Source: an optimization exercise on an open RTL-to-GDS flow (aim: small area). Production flows keep margins and buffers that such runs may drop.
The RTL was checked by simulation tests, not by an equivalence proof against the original design.
Power is estimated from default activity; no workload was simulated.

File: design/flow/config.mk
export PLATFORM = sky130hd
export DESIGN_NAME = STOPWATCH
export DESIGN_NICKNAME = STOPWATCH
export VERILOG_FILES = /design/flow/design.v
export SDC_FILE = /design/flow/constraint.sdc
export NUM_CORES = 4
export LEC_CHECK = 0
export CAP_MARGIN = 20
export CORE_MARGIN = 2
export CORE_UTILIZATION = 40
export SLEW_MARGIN = 20
File: design/flow/constraint.sdc
create_clock -name core_clock -period 10.0 [get_ports {in_clk}]
set_input_delay 2.0000 -clock core_clock [delete_from_list [all_inputs] [get_ports {in_clk}]]
set_output_delay 2.0000 -clock core_clock [all_outputs]
set_load 0.01 [all_outputs]
File: design/flow/design.v
module clock_dividor(clk, rst, speedup, slowdown, tick);
input  logic clk, rst, speedup, slowdown;    
output logic tick;                           
logic [7:0] lo;
logic [2:0] ph;
logic prev, w, last;
assign last = (lo[7:3] == 5'b11111) & ~lo[1] & lo[0];    
always_comb
  case ({speedup, slowdown})
    2'b01:   w = ~ph[2];
    2'b10:   w = ~ph[0];
    default: w = ~ph[1];
  endcase
always_ff @(posedge clk)
  if (rst) begin
    lo <= 8'd255;
    ph <= 3'd0;
  end else begin
    lo <= last ? 8'd0 : lo + 8'd1;
    ph <= ph + {2'b00, last};
  end
always_ff @(posedge clk)
  prev <= w;
assign tick = w & ~prev;
endmodule
module seven_seg_decoder(v, y);
input  logic [3:0] v;
output logic [6:0] y;
localparam logic [111:0] T = {7'h19, 7'h77, 7'h73, 7'h69, 7'h5b, 7'h5e, 7'h7b, 7'h7f,
                              7'h19, 7'h77, 7'h73, 7'h69, 7'h5b, 7'h5e, 7'h09, 7'h3f};
assign y = T[v*7 +: 7];
endmodule
module seven_seg_decoder6(v, y);
input  logic [2:0] v;
output logic [6:0] y;
localparam logic [55:0] T = {7'h73, 7'h68, 7'h73, 7'h69, 7'h5b, 7'h5e, 7'h09, 7'h3f};
assign y = T[v*7 +: 7];
endmodule
module seven_seg_decoder4(v, y);
input  logic [1:0] v;
output logic [6:0] y;
localparam logic [27:0] T = {7'h69, 7'h5b, 7'h5e, 7'h09};
assign y = T[v*7 +: 7];
endmodule
module STOPWATCH(in_clk, reset, start, up, plus_min2, speedup, slowdown, out_S0, out_S1, out_M0, out_M1);
input  logic in_clk, reset, start, up, plus_min2, speedup, slowdown;
output logic [6:0] out_S0, out_S1, out_M0, out_M1;
logic tick;
clock_dividor div (.clk(in_clk), .rst(~reset), .speedup(speedup), .slowdown(slowdown), .tick(tick));
sw_core core (.clk(in_clk), .tick(tick), .reset(reset), .start(start), .up(up), .plus_min2(plus_min2),
              .out_S0(out_S0), .out_S1(out_S1), .out_M0(out_M0), .out_M1(out_M1));
endmodule
module sw_core(clk, tick, reset, start, up, plus_min2, out_S0, out_S1, out_M0, out_M1);
input  logic clk, tick, reset, start, up, plus_min2;
output logic [6:0] out_S0, out_S1, out_M0, out_M1;
logic rst, pm;
assign rst = ~reset;
assign pm  = ~plus_min2;
logic [3:0] S0, M0;
logic [2:0] S1;
logic [1:0] M1;         
logic ups;              
logic upp;              
logic [1:0] k;          
logic q;                
logic m1_hi, m0_lim, A, B, s0_wrap, en0, C, D, ovf, E, M41, M50, comp, en_M0;
logic [3:0] t, set0, m17;
logic [2:0] s1n;
logic [3:0] s0n;
always_comb begin
  m1_hi   = ups ? (M1 == 2'd3) : (M1 == 2'd0);
  m0_lim  = ups ? (M0 == 4'd9) : (M0 == 4'd0);
  A       = m0_lim & m1_hi;
  B       = (ups ? (S1 == 3'd3) : (S1 == 3'd2)) & A;
  s0_wrap = ups ? (S0 == 4'd9) : (S0 == 4'd0);
  en0     = start & ~(B & (ups | (S0 == 4'd0)));
  C       = s0_wrap & en0;
  D       = (ups ? (S1 == 3'd5) : (S1 == 3'd0)) & C & start & ~B;
  t       = M0 + (D ? (ups ? 4'd1 : 4'd15) : 4'd0) + (pm ? (ups ? 4'd2 : 4'd14) : 4'd0);
  ovf     = ups ? (t == 4'd10 || t == 4'd11 || t == 4'd12) : (t == 4'd13 || t == 4'd14 || t == 4'd15);
  E       = (ups & (M0 == 4'd9)) | ovf;
  case (t)
    4'd10: m17 = 4'd0;  4'd11: m17 = 4'd1;  4'd12: m17 = 4'd2;
    4'd13: m17 = 4'd6;  4'd14: m17 = 4'd8;  default: m17 = 4'd9;
  endcase
  M41     = E & m1_hi;
  M50     = A & D;
  set0    = ((~ups & (M0 == 4'd0) & D) | M41) ? 4'd9 : (ovf ? m17 : t);
  en_M0   = ~M50 & (start | pm);
  comp    = ((ups ? (S1 > 3'd2) : (S1 < 3'd2)) & A) | (ovf & m1_hi);
  if (C & ups & (S1 == 3'd5))           s1n = 3'd0;
  else if (comp)                        s1n = ups ? 3'd3 : 3'd2;
  else if (C & ~ups & (S1 == 3'd0))     s1n = 3'd5;
  else                                  s1n = S1 + (C ? (ups ? 3'd1 : 3'd7) : 3'd0);
  s0n     = (~ups & (S0 == 4'd0)) ? 4'd9 : S0 + (ups ? 4'd1 : 4'd15);
end
logic M3, error1;
assign M3     = (upp ^ up) & start;
assign error1 = M3 | (k != 2'd0);
always_ff @(posedge clk)
  if (rst) begin
    S0  <= 4'd0;
    S1  <= up ? 3'd2 : 3'd3;
    M0  <= up ? 4'd0 : 4'd9;
    M1  <= up ? 2'd0 : 2'd3;
    ups <= up;
    upp <= up;
    k   <= 2'd0;
    q   <= 1'b0;
  end else if (tick) begin
    if ((ups & (S0 == 4'd9)) | comp) S0 <= 4'd0;
    else if (en0)                    S0 <= s0n;
    S1 <= s1n;
    if (~ups & M41)                  M0 <= 4'd0;
    else if (en_M0)                  M0 <= set0;
    if (~M41 & (pm | start))         M1 <= M1 + (E ? (ups ? 2'd1 : 2'd3) : 2'd0);
    if (~start)                      ups <= up;
    upp <= up;
    k   <= M3 ? 2'd3 : (k == 2'd0 ? 2'd0 : k - 2'd1);
    q   <= ~q & error1;
  end
logic [6:0] d_S0, d_S1, d_M0, d_M1;
seven_seg_decoder dS0 (.v(S0), .y(d_S0));
seven_seg_decoder6 dS1 (.v(S1), .y(d_S1));
seven_seg_decoder dM0 (.v(M0), .y(d_M0));
seven_seg_decoder4 dM1 (.v(M1), .y(d_M1));
assign out_S0 = error1 ? (q ? 7'h5b : 7'h00) : d_S0;
assign out_S1 = error1 ? (q ? 7'h74 : 7'h00) : d_S1;
assign out_M0 = error1 ? (q ? 7'h5b : 7'h00) : d_M0;
assign out_M1 = error1 ? (q ? 7'h74 : 7'h00) : d_M1;
endmodule
File: design/flow/run.sh
#!/bin/bash
# synth_recipe.tcl (not shown) runs the flow's synth.tcl, then flattens the netlist and writes it again
# the make line also repeats each setting of config.mk as NAME=value (left out here)
make -C /OpenROAD-flow-scripts/flow DESIGN_CONFIG=/design/flow/config.mk WORK_HOME=/design/flow/orfs CLKGATE_MAP_FILE= SYNTH_SCRIPT=/design/flow/synth_recipe.tcl finish
==> run notes <==
per-layer routing:
layer,track usage [%],vias to the layer above,wire length [um]
met5,0,-,0
met4,4.33,0,84
met3,2.98,7,350
met2,26.8,59,2710
met1,28.0,1058,3290
li1,-,1196,-
state kept, by name, indices dropped and copies added (netlist names):
name and count:
core.M0 4, core.M1 2, core.S0 4, core.S1 3, core.k 2, core.q 1, core.upp 1, core.ups 1
div.lo 8, div.ph 3, div.prev 1
synthesized netlist by cell type (all sizes together), types with 3 or more instances:
cell type   n
nor2       33
nand2      30
ha         26
o21ai      24
a21oi      22
inv        21
dfxtp      19
edfxtp     11
xnor2      10
buf         9
clkbuf      9
a31oi       8
and2        7
nand3       7
nor2b       5
nor3b       5
a21boi      4
nand2b      4
o22ai       4
or2         4
xor2        4
a211oi      3
a21o        3
a22o        3
and3        3
fa          3
mux2i       3
kinds of logic after synthesis:
logic type,count (synthesis)
DFF,30
buffers and inverters,40
adders and majority gates,29
xor gates and xnor gates,14
and+or+nand+nor,111
AOI/OAI and AO/OA,93
muxes,5
worst max-delay path, stage by stage:
cell and delay [ns]:
clkdlybuf4s50_1 0.53, xnor2_1 0.13, nor2_1 0.08, or3_1 0.54, inv_1 0.39, nor2_1 0.22, a31oi_1 0.22, clkdlybuf4s50_1 0.56
report_power, final:
group	internal, uW	switching, uW
clock network	55.5	51.6
registers	160	45.8
logic	174	177
total	389	275
worst max path at each step:
| stage | from | slack (ns) | to |
|---|---|---|---|
| after global routing | start | 3.12 | out_S1[5] |
| after global placement | up | 3.39 | out_M0[3] |
| after detailed placement | up | 3.34 | out_S0[3] |
| after floorplan | up | 4.75 | out_M1[4] |
| final | up | 3.32 | out_S0[3] |
| after CTS | up | 3.33 | out_M0[3] |
metrics by stage:
stage	cell area, sq um	total power [uW]	instances
finish	3120	664	425
global route	3120	718	425
CTS	3120	668	425
detailed placement	3030	557	417
global placement	3030	554	417
floorplan	2670	430	322
cell type report:
cell class	count	area, sq um	share of cell area, %
Multi-Input combinational cell	252	1780	57.1
Sequential cell	30	711	22.8
Timing Repair Buffer	36	355	11.4
Tap cell	77	96.3	3.09
Clock buffer	6	82.6	2.65
Inverter	22	82.6	2.65
Clock inverter	2	11.3	0.361
==> impl_metrics.csv <==
group,metric,value,unit
worst_setup_path,r2r_cells,13,
grt,grt_pass1_wl,10.7,mm
clocking,clockBufferDepth,2,
cells_and_area,drive_above_1_share,6.90,%
logic_synthesis,synth_edf_count,11,
timing,holdWs,0.426,ns
logic_synthesis,synthTopCellsByArea,"dfxtp_1, edfxtp_1, ha_1",
worst_hold_path,hold_end,"div.lo[0]",
logic_synthesis,ys_ff_latch,30,
timing,setup_violations,0,
floorplan,core,6390,sq um
clocking,post_cts_buffers,0,
cells_and_area,fin_nets,383,
cells_and_area,antenna_cells,0,
timing,maxSlewHeadroom,45.6,%
timing,maxSlewViolCount,0,
detailed_routing,avgViaCountPerCell,5.46,
logic_synthesis,synth.distinct_cells,64,
floorplan,die_area,7340,sq um
logic_synthesis,muxShareOfSynthArea,1.97,%
floorplan,fp.dieW,85.6,um
logic_synthesis,synth_compound_area_share,23.7,%
pwr,powerDensity,213,nW/um^2
timing,layout_setup_ws,3.32,ns
timing,hold_violations,0,
detailed_routing,drc_errors,0,
job,cap_violations,0,
timing,tightest_slew,0.815,ns
pwr,leakagePower,0.00131,uW
worst_hold_path,min_from,"div.lo[0]",
floorplan,start_util,41.8,%
timing,fin_skew,0.00475,ns
worst_setup_path,timing.rr.start,"core.ups",
timing,fin_crit_sh,66.8,%
clocking,cts_root_buf,"clkbuf_8",
floorplan,die_y,85.6,um
logic_synthesis,synthSimpleGateAreaFrac,22.1,%
cells_and_area,nFillCells,646,
clocking,cts_tree,"built",
grt,grtUsageTotal,18.3,%
grt,grt_max_degree,29,
floorplan,pin_count,35,
clocking,postCtsResizedCells,0,
cells_and_area,final_common_cell,"clkdlybuf4s50_1",
place,dp_slack,3.34,ns
pwr,peakVddDrop,0.0936,mV
logic_synthesis,synthAdderAreaFrac,14.5,%
place,port_buffers,34,
logic_synthesis,avgSynthCellArea,8.28,sq um
status,outcome,"no timing/DRC/antenna violations",
logic_synthesis,ys.flop_type,"dfxtp_1",
worst_setup_path,critPathLaunchType,"primary input",
detailed_routing,wl_per_cell,15.2,um
clocking,cts_sinks,30,
logic_synthesis,synth_cells,322,
worst_setup_path,cp.arrival,4.68,ns
place,hpwl,4.85,mm
logic_synthesis,ys_seq_area_share,26.7,%
worst_setup_path,rr_endpoint,"core.M0[2]",
floorplan,rows,29,
timing,min_period,6.68,ns
worst_setup_path,path_max_fanout,14,
clocking,clkTransAtPathRegs,0.07,ns
logic_synthesis,synth_nets,358,
worst_setup_path,crit_required,8.00,ns
detailed_routing,ant_nets,0,
place,gp_congestion,0.849,
logic_synthesis,yosys.area_share.xor_xnor,4.60,%
grt,overflow,0,
clocking,cts_hold_buffers,0,
detailed_routing,drt_iter0_drc,152,
worst_setup_path,end_kind,"primary output",
logic_synthesis,yosysWarnings,2,
worst_hold_path,hold_path.class,"reg -> reg",
logic_synthesis,synth_top_area_share,14.3,%
timing,fmax,0.150,GHz
cells_and_area,layout_common_cells,"clkdlybuf4s50_1, nor2_1, nand2_1",
clocking,htreeDepth,2,
grt,antenna_found_initial,0,
detailed_routing,routed_wl,6.44,mm
logic_synthesis,synthArstFlopShare,0,%
cells_and_area,final_util,48.9,%
worst_setup_path,critPathKind,"in -> out",
logic_synthesis,synth_area_leader_cell,"dfxtp_1",
worst_setup_path,reg2reg_slack,5.00,ns
worst_hold_path,min_path_cells,1,
clocking,clock_latency,0.28,ns
detailed_routing,vias,2320,
cells_and_area,syn2layout_area_growth,17.0,%
grt,grt_pass1_vias,2133,
timing,rsz0062_at_grt,"false",
timing,finalSetupTns,0,ns
detailed_routing,firstDrtPassIters,4,
clocking,cts_buffers,5,
logic_synthesis,syn_area,2670,sq um
logic_synthesis,synth_top_family_by_area,"compound AO/OA/AOI/OAI gates",

==> separate check: timing with driven ports <==
No port has a modelled driver above. Below, the same layout with a new extraction and two added sets of constraints. Step 1 assumes that a clkbuf_16 drives the clock port and a buf_2 every other input. Step 2 adds t to the input delays and takes it off the output delays; t is the mean of the earliest and latest rising clock arrival at the registers after step 1. Input paths then give back, and output paths get back, about the clock's delay inside the block. Slacks: no drivers / after step 1 / after step 2; pairs: no drivers / after step 1.
t, ns: 0.309
setup slack, ns: 3.324 / 3.301 / 3.301
latest minus earliest clock arrival (ns): 0.005 / 0.005
worst slew at a driven data input, ns: 0.03
pins driven straight from the clock port: 1
After both steps this run still meets setup and hold. The setup slack of this run moves by -0.023 ns with the drivers and by -0.023 ns with both steps.
